This design comes from an exercise in tuning for small area and a short achievable clock period on the open sky130 flow, not from production work.
At most, simulation tests tie the RTL to the original design; equivalence was not proved.
Function not checked in runs 2 and 3: the RTL went through the layout flow alone.

==> flow/design.v, too long to show whole: its modules and the start of the top module <==
// module addmuladd_3_stage_signed_18_bit_xor_reduction: 1175 lines
module addmuladd_3_stage_signed_18_bit_xor_reduction(
	input signed [17:0] a,
	input signed [17:0] b,
	input signed [17:0] c,
	input signed [17:0] d,
	output [17:0] out,
	input clk);
  // ...
==> flow/flow/run.sh <==
#!/bin/bash
# The standard layout (standard.sh), with these changes:
#  - after the standard synthesis, inverters around full-adder cells are removed by
#    flipping the polarity of full adders (invopt.py); registers are not touched;
#  - ports are buffered with buf_1 cells (the resizer upsizes them where timing needs it);
#  - timing repair aims at a larger setup margin than the design's clock needs, so
#    the layout is optimised for the period it achieves.
set -euo pipefail
MARGIN=6.5
R=$PWD/orfs/results/sky130hd/addmuladd_3_stage_signed_18_bit_xor_reduction/base
bash standard.sh $R/1_2_yosys.v > synth.log 2>&1
cp $R/1_2_yosys.v $R/1_2_yosys_std.v
python3 flow/invopt.py $R/1_2_yosys_std.v $R/1_2_yosys.v > invopt.log 2>&1
bash standard.sh SETUP_SLACK_MARGIN=$MARGIN "BUFFER_PORTS_ARGS=-buffer_cell sky130_fd_sc_hd__buf_1" finish > layout.log 2>&1
==> flow/flow/invopt.py <==
#!/usr/bin/env python3
"""Remove inverters around full adders in a flat Yosys netlist.

A full adder is self-dual: FA(~a, ~b, ~c) = (~sum, ~cout). Flipping a full adder
(feeding it the complements of its inputs and taking the complements of its outputs)
leaves the function of the netlist unchanged. Greedily flip the sky130 fa cells
where this lowers the number of inverter cells. Registers are left untouched.
usage: invopt.py IN.v OUT.v
"""
import re, sys

src = open(sys.argv[1]).read()
m_first = re.search(r'^\s*sky130_fd_sc_hd__\w+\s', src, re.M)
m_end = src.rfind('endmodule')
head = src[:m_first.start()]
cell_txt = src[m_first.start():m_end]
assert 'assign' not in cell_txt, 'assign statements are not handled'

cell_re = re.compile(r'(sky130_fd_sc_hd__\w+)\s+(\\\S+\s|\S+)\s*\((.*?)\);', re.S)
pin_re = re.compile(r'\.(\w+)\(\s*(\\\S+\s|[^()\s]+)\s*\)')
OUTPINS = {'X', 'Y', 'Q', 'Q_N', 'SUM', 'COUT', 'HI', 'LO'}

cells = {}   # name -> [type, {pin: net}]
order = []
for m in cell_re.finditer(cell_txt):
    typ, name, body = m.group(1), m.group(2).strip(), m.group(3)
    pins = {p: n.strip() for p, n in pin_re.findall(body)}
    cells[name] = [typ, pins]
    order.append(name)

# ports and other fixed loads
ports_out = set()
for m in re.finditer(r'^\s*output\s+(\[(\d+):(\d+)\]\s*)?(\S+);', head, re.M):
    if m.group(1):
        hi, lo = int(m.group(2)), int(m.group(3))
        for i in range(min(hi, lo), max(hi, lo) + 1): ports_out.add(f"{m.group(4)}[{i}]")
    else:
        ports_out.add(m.group(4))

def is_inv(t): return re.match(r'sky130_fd_sc_hd__(clk)?inv_\d+$', t) is not None
def is_fa(t): return re.match(r'sky130_fd_sc_hd__fa_\d+$', t) is not None

driver = {}
loads = {}
def rebuild():
    driver.clear(); loads.clear()
    for name, (typ, pins) in cells.items():
        for p, n in pins.items():
            if p in OUTPINS: driver[n] = (name, p)
            else: loads.setdefault(n, []).append((name, p))
rebuild()

def nloads(n):
    return len(loads.get(n, [])) + (1 if n in ports_out else 0)

newid = [0]
new_wires = []
def fresh():
    newid[0] += 1
    n = f"_invopt_{newid[0]}_"
    new_wires.append(n)
    return n

def connect(cell, pin, net):
    old = cells[cell][1][pin]
    if old == net: return
    loads[old].remove((cell, pin))
    cells[cell][1][pin] = net
    loads.setdefault(net, []).append((cell, pin))

def inverted_of(net):
    """Net carrying ~net, and the number of inverters this adds (0 or 1)."""
    d = driver.get(net)
    if d and is_inv(cells[d[0]][0]):
        return cells[d[0]][1]['A'], 0
    for (c, p) in loads.get(net, []):
        if is_inv(cells[c][0]):
            return cells[c][1]['Y'], 0
    return None, 1

def add_inv(a, y):
    newid[0] += 1
    name = f"_invopt_cell_{newid[0]}_"
    cells[name] = ['sky130_fd_sc_hd__inv_1', {'A': a, 'Y': y}]
    order.append(name)
    driver[y] = (name, 'Y')
    loads.setdefault(a, []).append((name, 'A'))

def remove_dead_invs():
    removed = 0
    changed = True
    while changed:
        changed = False
        for name in list(cells):
            typ, pins = cells[name]
            if is_inv(typ) and nloads(pins['Y']) == 0:
                loads[pins['A']].remove((name, 'A'))
                del driver[pins['Y']]
                del cells[name]
                removed += 1
                changed = True
    return removed

def count_invs():
    return sum(1 for t, _ in cells.values() if is_inv(t))

def flip_cost(f):
    """Estimated change in inverter count if full adder f is flipped."""
    typ, pins = cells[f]
    delta = 0
    seen = {}
    for p in ('A', 'B', 'CIN'):
        n = pins[p]
        if n in seen: continue
        seen[n] = 1
        d = driver.get(n)
        if d and is_inv(cells[d[0]][0]):
            users = sum(1 for q in ('A', 'B', 'CIN') if pins[q] == n)
            if nloads(n) == users: delta -= 1
        else:
            _, c = inverted_of(n)
            delta += c
    for p in ('SUM', 'COUT'):
        n = pins[p]
        ls = loads.get(n, [])
        inv_loads = [c for c, q in ls if is_inv(cells[c][0]) and cells[c][1]['Y'] not in ports_out]
        others = len(ls) - len(inv_loads) + (1 if n in ports_out else 0)
        delta -= len(inv_loads)
        if others: delta += 1
    return delta

def flip(f):
    typ, pins = cells[f]
    for p in ('A', 'B', 'CIN'):
        n = pins[p]
        m, c = inverted_of(n)
        if m is None:
            m = fresh()
            add_inv(n, m)
        connect(f, p, m)
    for p in ('SUM', 'COUT'):
        n = pins[p]
        ls = list(loads.get(n, []))
        inv_loads = [c for c, q in ls if is_inv(cells[c][0]) and cells[c][1]['Y'] not in ports_out]
        others = [(c, q) for c, q in ls if c not in inv_loads]
        newn = fresh()
        del driver[n]
        pins[p] = newn
        driver[newn] = (f, p)
        # inverters on the old output now just pass the new output through
        for ic in inv_loads:
            y = cells[ic][1]['Y']
            for (c, q) in list(loads.get(y, [])):
                connect(c, q, newn)
            if y in ports_out:
                # keep the inverter's output net (port); drive it from newn via a buffer-free path:
                # leave the inverter, it now must invert the new net twice -> keep original structure
                pass
        if others or n in ports_out:
            add_inv(newn, n)
        else:
            loads.pop(n, None)
        for ic in inv_loads:
            y = cells[ic][1]['Y']
            if y in ports_out:
                continue
            # the inverter reads the old net n; drop it
            if ic in cells:
                a = cells[ic][1]['A']
                if (ic, 'A') in loads.get(a, []): loads[a].remove((ic, 'A'))
                del driver[y]
                del cells[ic]
    remove_dead_invs()

XOR_TOGGLE = {}
for k in ('xor2', 'xor3'):
    for sz in ('1', '2', '4'):
        XOR_TOGGLE[f'sky130_fd_sc_hd__{k}_{sz}'] = f'sky130_fd_sc_hd__x{"n" + k[1:]}_{sz}'
        XOR_TOGGLE[f'sky130_fd_sc_hd__x{"n" + k[1:]}_{sz}'] = f'sky130_fd_sc_hd__{k}_{sz}'

def outpin(t):
    return 'Y' if re.match(r'sky130_fd_sc_hd__xnor2_', t) else 'X'

def toggle(x):
    typ, pins = cells[x]
    o = outpin(typ)
    net = pins.pop(o)
    cells[x][0] = XOR_TOGGLE[typ]
    o2 = outpin(cells[x][0])
    pins[o2] = net
    driver[net] = (x, o2)

def absorb_xor():
    """Fold inverters into xor/xnor gates that drive them or that they drive."""
    n = 0
    for name in list(cells):
        if name not in cells: continue
        typ, pins = cells[name]
        if not is_inv(typ): continue
        a, y = pins['A'], pins['Y']
        if y in ports_out: continue
        d = driver.get(a)
        # xor gate driving only this inverter: toggle it and drop the inverter
        if d and cells[d[0]][0] in XOR_TOGGLE and nloads(a) == 1:
            x = d[0]
            loads[a].remove((name, 'A'))
            del driver[y]
            del cells[name]
            cells[x][1][d[1]] = y
            del driver[a]
            driver[y] = (x, d[1])
            toggle(x)
            n += 1
            continue
        # xor gates read the inverter's output: read its input and toggle
        for (c, p) in list(loads.get(y, [])):
            if cells[c][0] in XOR_TOGGLE:
                toggle(c)
                connect(c, p, a)
                n += 1
    remove_dead_invs()
    return n

before = count_invs()
remove_dead_invs()
fas = [n for n in order if n in cells and is_fa(cells[n][0])]
for it in range(10):
    improved = 0
    for f in fas:
        if flip_cost(f) < 0:
            b = count_invs()
            flip(f)
            a = count_invs()
            improved += b - a
    b = count_invs()
    absorb_xor()
    improved += b - count_invs()
    if improved <= 0: break
after = count_invs()
sys.stderr.write(f"invopt: inverters {before} -> {after}\n")

def fmt(n): return n + ' ' if n.startswith('\\') else n
out = [head.rstrip('\n') + '\n']
for w in new_wires:
    out.append(f"  wire {w};\n")
for name in order:
    if name not in cells: continue
    typ, pins = cells[name]
    pl = ",\n".join(f"    .{p}({fmt(n)})" for p, n in pins.items())
    out.append(f"  {typ} {fmt(name)} (\n{pl}\n  );\n")
out.append("endmodule\n")
open(sys.argv[2], 'w').write(''.join(out))
==> flow/standard.sh <==
#!/bin/bash
# synth_recipe.tcl (not shown) runs the flow's synth.tcl, then flattens the netlist and writes it again
# the make line also repeats each setting of config.mk as NAME=value (left out here)
make -C /OpenROAD-flow-scripts/flow DESIGN_CONFIG=/design/flow/config.mk WORK_HOME=/design/flow/orfs CLKGATE_MAP_FILE= SYNTH_SCRIPT=/design/flow/synth_recipe.tcl "${@:-finish}"
==> flow/config.mk <==
export PLATFORM = sky130hd
export DESIGN_NAME = addmuladd_3_stage_signed_18_bit_xor_reduction
export DESIGN_NICKNAME = addmuladd_3_stage_signed_18_bit_xor_reduction
export VERILOG_FILES = /design/flow/design.v
export SDC_FILE = /design/flow/constraint.sdc
export NUM_CORES = 4
export LEC_CHECK = 0
export ABC_AREA = 1
export CAP_MARGIN = 20
export CORE_MARGIN = 2
export CORE_UTILIZATION = 40
export SLEW_MARGIN = 20
==> flow/constraint.sdc <==
create_clock -name core_clock -period 10.0 [get_ports {clk}]
set_input_delay 2.0000 -clock core_clock [delete_from_list [all_inputs] [get_ports {clk}]]
set_output_delay 2.0000 -clock core_clock [all_outputs]
set_load 0.01 [all_outputs]
==> summary.txt, run 1 <==
Crit path top cell by count=fa_1; multi-input combinational area share=63.1%; first-pass GRT wire length=59.5 mm; Signal buf overhead=2.11%; clock sink count=158; Multi-input gate area=9520 sq um; clock skew=0.0186 ns; reg2reg start=two_r[5]; Hold Slack=0.469 ns; CP Data Arrival Time=3.75 ns; Starting Density=40.7%; Setup-failing EPs final=0; DIE AREA=35,800 sq um; area delta synth->final=10.0%; Layout fillers=3,399; R2R Path End=q_r[71]; crit share post-route=34.4%; result of the run=no timing/DRC/antenna violations; Clock transition at path regs=0.07 ns; Mapped Cells=1,619; top cell family by delay on the critical path=adder cells; post-route cell area=15,100 sq um; post-synthesis cell area=13,700 sq um; Top class by area=multi-input combinational cells; Post-Route WL=36.6 mm; origin of the worst setup path=two_r[5]; Slew Limit Fails=0; Worst EP required=10.31 ns; IO Count=91; port bufs=73
==> run 2, diff against run 1 <==
--- a/flow/design.v
+++ b/flow/design.v
@@ -869,42 +869,42 @@
 	assign fs51 = c_r[9] ^ pp0_9 ^ pp1_7;
 	assign fc52 = (c_r[9] & pp0_9) | (c_r[9] & pp1_7) | (pp0_9 & pp1_7);
 	assign fs53 = pp2_5 ^ pp3_3 ^ pp4_1;
 	assign fc54 = (pp2_5 & pp3_3) | (pp2_5 & pp4_1) | (pp3_3 & pp4_1);
 	assign fs55 = fc42 ^ fc44 ^ fs51;
 	assign fc56 = (fc42 & fc44) | (fc42 & fs51) | (fc44 & fs51);
 	assign fs57 = fs53 ^ fc46 ^ fs55;
 	assign fc58 = (fs53 & fc46) | (fs53 & fs55) | (fc46 & fs55);
-	assign hs59 = fc48 ^ fs57;
-	assign hc60 = fc48 & fs57;
+	assign hs59 = q18 ^ q19;
+	assign hc60 = q18 & q19;
 	assign fs61 = c_r[10] ^ neg_r[5] ^ pp0_10;
 	assign fc62 = (c_r[10] & neg_r[5]) | (c_r[10] & pp0_10) | (neg_r[5] & pp0_10);
 	assign fs63 = pp1_8 ^ pp2_6 ^ pp3_4;
 	assign fc64 = (pp1_8 & pp2_6) | (pp1_8 & pp3_4) | (pp2_6 & pp3_4);
 	assign fs65 = pp4_2 ^ pp5_0 ^ fc52;
 	assign fc66 = (pp4_2 & pp5_0) | (pp4_2 & fc52) | (pp5_0 & fc52);
 	assign fs67 = fc54 ^ fs61 ^ fs63;
 	assign fc68 = (fc54 & fs61) | (fc54 & fs63) | (fs61 & fs63);
 	assign fs69 = fc56 ^ fs65 ^ fs67;
 	assign fc70 = (fc56 & fs65) | (fc56 & fs67) | (fs65 & fs67);
-	assign hs71 = fc58 ^ fs69;
-	assign hc72 = fc58 & fs69;
+	assign hs71 = q21 ^ q22;
+	assign hc72 = q21 & q22;
 	assign fs73 = c_r[11] ^ pp0_11 ^ pp1_9;
 	assign fc74 = (c_r[11] & pp0_11) | (c_r[11] & pp1_9) | (pp0_11 & pp1_9);
 	assign fs75 = pp2_7 ^ pp3_5 ^ pp4_3;
 	assign fc76 = (pp2_7 & pp3_5) | (pp2_7 & pp4_3) | (pp3_5 & pp4_3);
 	assign fs77 = pp5_1 ^ fc62 ^ fc64;
 	assign fc78 = (pp5_1 & fc62) | (pp5_1 & fc64) | (fc62 & fc64);
 	assign fs79 = fs73 ^ fs75 ^ fc66;
 	assign fc80 = (fs73 & fs75) | (fs73 & fc66) | (fs75 & fc66);
-	assign fs81 = q22 ^ q23 ^ q24;
-	assign fc82 = (q22 & q23) | (q22 & q24) | (q23 & q24);
-	assign hs83 = q25 ^ q26;
-	assign hc84 = q25 & q26;
+	assign fs81 = q23 ^ q24 ^ q25;
+	assign fc82 = (q23 & q24) | (q23 & q25) | (q24 & q25);
+	assign hs83 = q26 ^ hc72;
+	assign hc84 = q26 & hc72;
 	assign fs85 = c_r[12] ^ neg_r[6] ^ pp0_12;
 	assign fc86 = (c_r[12] & neg_r[6]) | (c_r[12] & pp0_12) | (neg_r[6] & pp0_12);
 	assign fs87 = pp1_10 ^ pp2_8 ^ pp3_6;
 	assign fc88 = (pp1_10 & pp2_8) | (pp1_10 & pp3_6) | (pp2_8 & pp3_6);
 	assign fs89 = pp4_4 ^ pp5_2 ^ pp6_0;
 	assign fc90 = (pp4_4 & pp5_2) | (pp4_4 & pp6_0) | (pp5_2 & pp6_0);
 	assign fs91 = fc74 ^ fc76 ^ fs85;
 	assign fc92 = (fc74 & fc76) | (fc74 & fs85) | (fc76 & fs85);
@@ -1111,26 +1111,26 @@
 	assign fs293 = ~(pp4_18 ^ pp5_16);
 	assign fc294 = pp4_18 | pp5_16;
 	assign fs295 = pp6_14 ^ pp7_12 ^ pp8_10;
 	assign fc296 = (pp6_14 & pp7_12) | (pp6_14 & pp8_10) | (pp7_12 & pp8_10);
 	assign fs297 = fs293 ^ fc284 ^ fc286;
 	assign fc298 = (fs293 & fc284) | (fs293 & fc286) | (fc284 & fc286);
 	assign fs299 = fs295 ^ fc288 ^ fs297;
 	assign fc300 = (fs295 & fc288) | (fs295 & fs297) | (fc288 & fs297);
-	assign hs301 = fc290 ^ fs299;
-	assign hc302 = fc290 & fs299;
+	assign hs301 = q71 ^ q72;
+	assign hc302 = q71 & q72;
 	assign fs303 = pp4_19 ^ pp5_17 ^ pp6_15;
 	assign fc304 = (pp4_19 & pp5_17) | (pp4_19 & pp6_15) | (pp5_17 & pp6_15);
 	assign fs305 = pp7_13 ^ pp8_11 ^ fc294;
 	assign fc306 = (pp7_13 & pp8_11) | (pp7_13 & fc294) | (pp8_11 & fc294);
 	assign fs307 = fc296 ^ fs303 ^ fs305;
 	assign fc308 = (fc296 & fs303) | (fc296 & fs305) | (fs303 & fs305);
-	assign fs309 = q72 ^ q73 ^ q74;
-	assign fc310 = (q72 & q73) | (q72 & q74) | (q73 & q74);
+	assign fs309 = q73 ^ q74 ^ q75;
+	assign fc310 = (q73 & q74) | (q73 & q75) | (q74 & q75);
 	assign fs311 = ~(pp5_18 ^ pp6_16);
 	assign fc312 = pp5_18 | pp6_16;
 	assign fs313 = pp7_14 ^ pp8_12 ^ fs311;
 	assign fc314 = (pp7_14 & pp8_12) | (pp7_14 & fs311) | (pp8_12 & fs311);
 	assign fs315 = fc304 ^ fc306 ^ fs313;
 	assign fc316 = (fc304 & fc306) | (fc304 & fs313) | (fc306 & fs313);
 	assign hs317 = fc308 ^ fs315;
 	assign hc318 = fc308 & fs315;
@@ -1154,22 +1154,19 @@
 	assign fc336 = pp7_18 | pp8_16;
 	assign hs337 = fs335 ^ fc332;
 	assign hc338 = fs335 & fc332;
 	assign fs339 = pp7_19 ^ pp8_17 ^ fc336;
 	assign fc340 = (pp7_19 & pp8_17) | (pp7_19 & fc336) | (pp8_17 & fc336);
 	assign hs341 = pp8_18 ^ fc340;
 	assign hc342 = pp8_18 & fc340;
 	always @(posedge clk) begin
-		q_r <= {hc342, pp8_19, hs341, fs339, hc338, hs337, fc334, fs333, hc330, hs329, fc324, fs323, hc318, hs317, hc302, fc300, fs307, fc298, hs301, fs289, fc278, fc268, fs277, fc266, fs275, fs267, fc254, fs253, fc240, fs251, fs239, fc226, fs237, fc224, fs225, fc210, fs223, fc194, fs209, fc192, fs207, fs193, fc176, fs191, fs175, fc158, fs173, fc156, fs157, fs155, fc140, fs139, fc124, fs137, fs123, fc108, fs121, fs107, fc94, fs105, fs93, fc80, fs91, hc72, fc70, fs79, fs77, fc68, hs71, hc60, hs59, hc50, hs49, fs47, hs39, fs37, hs31, fs29, hs23, fs21, hs17, fs15, hs11, fs9, hs7, fs5, hs3, pp0_1, hs1, pp0_0};
+		q_r <= {hc342, pp8_19, hs341, fs339, hc338, hs337, fc334, fs333, hc330, hs329, fc324, fs323, hc318, hs317, fc300, fs307, fc298, fs299, fc290, fs289, fc278, fc268, fs277, fc266, fs275, fs267, fc254, fs253, fc240, fs251, fs239, fc226, fs237, fc224, fs225, fc210, fs223, fc194, fs209, fc192, fs207, fs193, fc176, fs191, fs175, fc158, fs173, fc156, fs157, fs155, fc140, fs139, fc124, fs137, fs123, fc108, fs121, fs107, fc94, fs105, fs93, fc80, fs91, fc70, fs79, fs77, fc68, fs69, fc58, hc50, fs57, fc48, hs49, fs47, hs39, fs37, hs31, fs29, hs23, fs21, hs17, fs15, hs11, fs9, hs7, fs5, hs3, pp0_1, hs1, pp0_0};
 	end
-	wire [35:0] x = {q88, 1'b1, q85, q83, q81, q79, q77, fc310, q75, fc292, hc282, fc270, hc258, fc244, hc230, fc214, hc198, fc180, hc162, hc144, hc128, hc112, hc98, fs95, fs81, q20, q18, q16, q14, q12, q10, q8, q6, q4, q2, q0};
-	wire [35:0] y = {q89, q87, q86, q84, q82, q80, q78, q76, fs309, q71, fs291, hs281, fs269, hs257, fs243, hs229, fs213, hs197, fs179, hs161, hs143, hs127, hs111, hs97, hs83, q21, q19, q17, q15, q13, q11, q9, q7, q5, q3, q1};
+	wire [35:0] x = {q88, 1'b1, q85, q83, q81, q79, q77, fc310, hc302, fc292, hc282, fc270, hc258, fc244, hc230, fc214, hc198, fc180, hc162, hc144, hc128, hc112, hc98, fs95, fs81, hc60, q20, q16, q14, q12, q10, q8, q6, q4, q2, q0};
+	wire [35:0] y = {q89, q87, q86, q84, q82, q80, q78, q76, fs309, hs301, fs291, hs281, fs269, hs257, fs243, hs229, fs213, hs197, fs179, hs161, hs143, hs127, hs111, hs97, hs83, hs71, hs59, q17, q15, q13, q11, q9, q7, q5, q3, q1};
 	wire [35:0] r = x + y;
-	reg [3:0] par_r;
+	reg [0:0] par_r;
 	always @(posedge clk) begin
-		par_r[0] <= ^r[8:0];
-		par_r[1] <= ^r[17:9];
-		par_r[2] <= ^r[26:18];
-		par_r[3] <= ^r[35:27];
+		par_r[0] <= ^r[35:0];
 	end
 	assign out = {17'd0, ^par_r};
 endmodule
==> flow/flow/run.sh (replaced) <==
#!/bin/bash
# The standard layout, with two changes:
#  - after the standard synthesis, inverters around full-adder cells are removed by
#    flipping the polarity of full adders (invopt.py; registers are not touched);
#  - timing repair aims at a larger setup margin than the design's clock needs.
set -euo pipefail
MARGIN=7.0
R=$PWD/orfs/results/sky130hd/addmuladd_3_stage_signed_18_bit_xor_reduction/base
bash standard.sh $R/1_2_yosys.v > synth.log 2>&1
cp $R/1_2_yosys.v $R/1_2_yosys_std.v
python3 flow/invopt.py $R/1_2_yosys_std.v $R/1_2_yosys.v > invopt.log 2>&1
bash standard.sh SETUP_SLACK_MARGIN=$MARGIN finish > layout.log 2>&1
==> flow/config.mk (replaced) <==
export PLATFORM = sky130hd
export DESIGN_NAME = addmuladd_3_stage_signed_18_bit_xor_reduction
export DESIGN_NICKNAME = addmuladd_3_stage_signed_18_bit_xor_reduction
export VERILOG_FILES = /design/flow/design.v
export SDC_FILE = /design/flow/constraint.sdc
export NUM_CORES = 4
export LEC_CHECK = 0
export ABC_AREA = 0
export CAP_MARGIN = 20
export CORE_MARGIN = 2
export CORE_UTILIZATION = 40
export SLEW_MARGIN = 20
==> run 2 against run 1 <==
Against the previous run:
- core utilization rose by 2.8 points
- largest cell class unchanged
- wire length fell by 9.3%
- critical endpoint is now s_r[16]
- setup slack got worse by 0.67 ns
==> summary.txt, run 2 <==
antenna-violating nets left=0; Max-Slew Margin vs Limit=44.9%; die span in y=183 um; CTS tree=yes; share of layout cells above drive strength 1=13.8%; CP Launch Type=input pin; Slew Limit Fails=0 (unchanged); Mapped Cells=1,266 (-22%); GRT Total Usage=20.4%; worst-skew pair later-pin latency=0.44 ns; Reg area=3150 sq um; row cnt=65; Setup-failing EPs final=0 (unchanged); Root Driver=clkbuf_16; DP Wirelength=23.5 mm; result of the run=no timing/DRC/antenna violations; Starting Density=40.6% (-0.079 points); worst-path maximum fanout=3; wire length on met3=2.58 mm; Worst EP required=10.35 ns (+0.04 ns); Placed Cells=1,654; Slew @ Worst Pin=0.826 ns; worst hold-check path type=flip-flop to flip-flop; vias in the first global route=9,593; Metal-1 WL=14.8 mm; Remaining DRCs=0; hold wc startpoint=c_r[0]; Fin. Hold Viols=0; final setup TNS=0 ns; largest net degree at the start of global routing=22; commonest non-fill, non-tap cell in the layout=xnor2_1; Nets=1,607; H-tree depth=4; Post-Route WL=33.2 mm (-9.3%); DIE AREA=33,500 sq um (-6.4%); Routed wire per std cell=19.2 um; clock sink count=155 (-1.9%); Multi-input gate area=9290 sq um (-2.5%); CP Data Arrival Time=4.46 ns (+0.71 ns); worst r2r path cells=15; antenna violations before repair=0; post-route insts no fill=1,724; reg2reg start=q_r[33]; Die Width=183 um; crit share post-route=41.1% (+6.7 points); Hold Slack=0.452 ns (-0.0167 ns); R2R Path End=par_r; GR Overflow Total=0; Core ar.=31,600 sq um; crit path kind=input pin to flip-flop; most frequent cells in the layout=183 x xnor2_1, 162 x a22oi_1, 136 x fa_1, 121 x dfxtp_1, 81 x inv_1; RSZ-0062 raised after global routing=yes; post-synthesis area per instance=10.1 sq um; DRT Pass-1 Iters=6; clk buf depth=2; number of CTS-inserted buffers=17; Layout fillers=2,874 (-15%); fin crit period=4.11 ns; Clock transition at path regs=0.07 ns (about the same); Max Cap Viol=0; register-to-register setup slack=6.08 ns; area delta synth->final=17.0%; GP Congestion=0.833; origin of the worst setup path=d[0]; DRT iter0 DRCs=1,065; Largest Register=q_r; post-synthesis cell area=12,800 sq um (-6.5%); met2 WL=15.0 mm; DR vias/cell=5.36; highest routed layer=met4; n_diodes=0; port bufs=73 (unchanged); Yosys warnings=1; via count=9,246; biggest regs=q_r (90), s_r (19), c_r (18); first-pass GRT wire length=52.9 mm (-11%); IO Count=91 (unchanged); max FFs per register=90; f_max=243 MHz; clock skew=0.0149 ns (-0.00366 ns); Critical path destination=s_r[16]; critical path endpoint category=flip-flop
-- run 2: what timing repair did --
action / CTS / global route
resized for setup: 102 / 30
setup endpoints to repair: 75 / 30
pin swaps: 33 / 16
hold buffers: 0 / 0
buffers inserted: 32 / 6
-- run 2: how the worst min path moves through the flow --
| stage | to | slack, ns | cells after the start |
|---|---|---|---|
| after detailed placement | q_r[1] | 0.43 | 1 |
| after floorplan | q_r[1] | 0.42 | 1 |
| after global placement | q_r[1] | 0.44 | 1 |
| after global routing | q_r[1] | 0.47 | 1 |
| final | q_r[1] | 0.45 | 1 |
| after CTS | q_r[1] | 0.46 | 1 |
-- run 2: layer usage --
layer,vias to the layer above,track usage [%]
met5,-,0
met4,0,7.17
met3,52,4.17
met2,391,31.4
met1,4456,28.5
li1,4347,-
-- run 2: through the flow --
stage | worst slack, ns | area, sq um | util, %
after floorplan | 5.79 | 13000 | -
after global placement | 5.06 | 13800 | 43.8
after detailed placement | 5.00 | 13800 | 43.8
after CTS | 5.99 | 14900 | 47.1
after global routing | 5.67 | 15000 | 47.6
final | 5.89 | 15000 | 47.6
-- run 2: layout make-up --
cell class,count,share of cell area [%]
Multi-Input combinational cell,925,61.9
Sequential cell,155,21.0
Inverter,88,2.30
Clock inverter,14,0.859
Clock buffer,18,2.93
Tap cell,402,3.35
Timing Repair Buffer,122,7.67
-- run 2: critical path: stages --
cell and delay, ns:
buf_6 0.10, ha_4 0.15, fa_2 0.34, inv_2 0.08, nor2b_4 0.04, o21ai_2 0.15, a21boi_2 0.09, o21ai_2 0.17
a21boi_2 0.10, o21ai_2 0.18, a21boi_2 0.10, o21ai_2 0.17, a21oi_2 0.09, o211ai_1 0.30, nand2_1 0.16, o311ai_2 0.26
==> run 3, diff against run 2 <==
--- a/flow/config.mk
+++ b/flow/config.mk
@@ -7,3 +7,3 @@
 export LEC_CHECK = 0
-export ABC_AREA = 0
+export ABC_AREA = 1
 export CAP_MARGIN = 20
==> run 3 against run 2 <==
Against the previous run:
- sequential cell count stayed put
- die area grew 8.4%
- register-to-register slack gained 0.56 ns
- critical endpoint is now par_r
- largest cell class unchanged
- setup slack gained 0.75 ns
==> summary.txt, run 3 <==
Remaining DRCs=0 (unchanged); Root Driver=clkbuf_16; Core ar.=34,500 sq um (+9.2%); final setup margin=6.64 ns (+0.752 ns); GR Overflow Total=0 (unchanged); IO Count=91 (unchanged); share of layout cells above drive strength 1=20.2% (+6.4 points); Crit path top cell by count=nand2_1; crit path cell chain=fa_1 > fa_1 > ha_4 > nand2_2 > inv_1 > a21oi_1 > nand2_1 > nand2_2 > nand3_2 > buf_4 > a21oi_1 > xor2_1 > xnor2_1 > nand3_1 > nand2_1 > inv_1 > nand2_1 > nand2_1; DP Wirelength=28.8 mm (+22%); WP buf/inv=3 (+1); Clock transition at path regs=0.08 ns (about the same); Starting Density=40.4% (-0.21 points); RSZ-0062 raised after global routing=yes; Post-Route WL=38.4 mm (+16%); final setup TNS=0 ns (unchanged); Slowest Stage Delay on Critical Path=0.54 ns (+0.20 ns); n_diodes=0 (unchanged); Nets=2,090 (+30%); GP Congestion=0.905 (+8.7%); port bufs=73 (unchanged); Yosys warnings=1 (unchanged); most frequent cells in the layout=270 x nand2_1, 209 x inv_1, 163 x o22ai_1, 151 x xor2_1, 145 x dfxtp_1; antenna-violating nets left=0 (unchanged); fin crit period=3.36 ns (-0.752 ns); clock sink count=155 (unchanged); f_max=298 MHz (+22%); Setup-failing EPs final=0 (unchanged); Max Cap Viol=0 (unchanged); clock skew=0.0127 ns (-0.00225 ns); Die Width=191 um (+4.1%); first-pass GRT wire length=60.7 mm (+15%); CTS tree=yes; CP max stage cell=fa_1; commonest non-fill, non-tap cell in the layout=nand2_1; max FFs per register=90 (unchanged); antenna violations before repair=0 (unchanged); DRT Pass-1 Iters=7 (+1); Worst EP required=10.34 ns (about the same); vias in the first global route=11,300 (+18%); DR vias/cell=5.09 (-5.2%); biggest regs=q_r (90), s_r (19), c_r (18); crit share post-route=33.6% (-7.5 points); via count=11,500 (+24%); Max-Slew Margin vs Limit=61.6% (+17 points); worst-skew pair later-pin latency=0.44 ns (about the same); die span in y=191 um (+4.1%); clk buf depth=2 (unchanged); origin of the worst setup path=q_r[42]; Place WS=5.85 ns (+0.856 ns); Routed wire per std cell=17.0 um (-12%); post-synthesis cell area=13,900 sq um (+8.6%); Largest Register=q_r; crit path kind=flip-flop to flip-flop; Mapped Cells=1,696 (+34%); Fin. Hold Viols=0 (unchanged); H-tree depth=4 (unchanged); largest net degree at the start of global routing=22 (unchanged); GRT Total Usage=21.4% (+0.98 points); Slew Limit Fails=0 (unchanged); reg2reg start=q_r[42]; CP Data Arrival Time=3.69 ns (-0.77 ns); result of the run=no timing/DRC/antenna violations; worst-path maximum fanout=4 (+1); post-synthesis area per instance=8.22 sq um (-19%); critical path endpoint category=flip-flop; worst hold-check path type=flip-flop to flip-flop; hold buffer count at CTS=0 (unchanged); number of CTS-inserted buffers=17 (unchanged); area delta synth->final=22.4%; hold wc startpoint=c_r[0]; row cnt=68 (+4.6%); DRT iter0 DRCs=743 (-30%); DIE AREA=36,300 sq um (+8.4%); CP Launch Type=flip-flop; top cell family by delay on the critical path=adder cells; Slew @ Worst Pin=0.574 ns (-0.252 ns)
==> run 3: per-layer routing <==
metal / global-route usage (%) / vias up / share of wire (%)
met5: 0 / - / 0
met4: 7.51 / 0 / 3.4
met3: 3.50 / 79 / 6.4
met2: 33.7 / 404 / 45
met1: 29.6 / 5423 / 45
li1: - / 5590 / -
==> run 3: area by class of cell <==
class	count	area, sq um
fill	3265	17400
inverter	265	1100
multi-input combinational	1220	10400
clock inverter	15	184
tap	455	569
sequential	155	3130
timing repair buffer	133	1210
clock buffer	17	425
==> run 3: worst paths after layout <==
check / end / slack (ns) / cells after the start
hold / removal: q_r[1] / 0.47 / 1
setup / recovery: par_r / 6.64 / 18
setup reg to reg: par_r / 6.64 / 18
hold reg to reg: q_r[1] / 0.47 / 1
==> run 3: per-stage QoR <==
stage | utilization, % | cell area, sq um | hold WS (ns) | cells
2_1_floorplan | - | 14200 | 0.420 | 1712
6_report | 49.5 | 17100 | 0.466 | 2260
5_1_grt | 49.5 | 17100 | 0.471 | 2260
4_1_cts | 47.9 | 16500 | 0.466 | 2240
3_3_place_gp | 44.1 | 15200 | 0.447 | 2172
3_5_place_dp | 44.1 | 15200 | 0.443 | 2172
==> run 3: what timing repair did <==
| action | 4_1_cts | 5_1_grt |
|---|---|---|
| setup buffers | 36 | 20 |
| pin swaps | 47 | 70 |
| resized for setup | 224 | 126 |
| endpoints found under the setup margin | 69 | 32 |

afterwards: timing with drivers on the ports:
The results above use ideal ports. As a check the final layouts listed here were re-extracted and re-timed, cells and wires unchanged. Step 1 sets driving cells, clkbuf_16 on the clock port and buf_2 on the other inputs (assumed; they add their load-dependent delay and slew). Step 2 adds t to the input delays and takes it off the output delays; t is the mean of the earliest and latest rising clock arrival at the registers after step 1. Input paths then give back, and output paths get back, about the clock's delay inside the block. Three values: ideal, step 1, step 2; two values: the first two.
| run | shift t [ns] | slack for setup (ns) | worst setup path after step 2 | clock arrival spread, ns | pins driven straight from the clock port |
|---|---|---|---|---|---|
| run 1 | 0.476 | 6.557 / 6.557 / 6.128 | input to register | 0.019 / 0.019 | 1 |
| run 2 | 0.480 | 5.890 / 5.908 / 5.428 | input to register | 0.015 / 0.015 | 1 |
| run 3 | 0.487 | 6.642 / 6.642 / 6.232 | input to register | 0.013 / 0.013 | 1 |
After both steps every run listed still meets setup and hold. The setup slack of run 2, which loses most, moves by +0.018 ns with the drivers and by -0.462 ns with both steps.
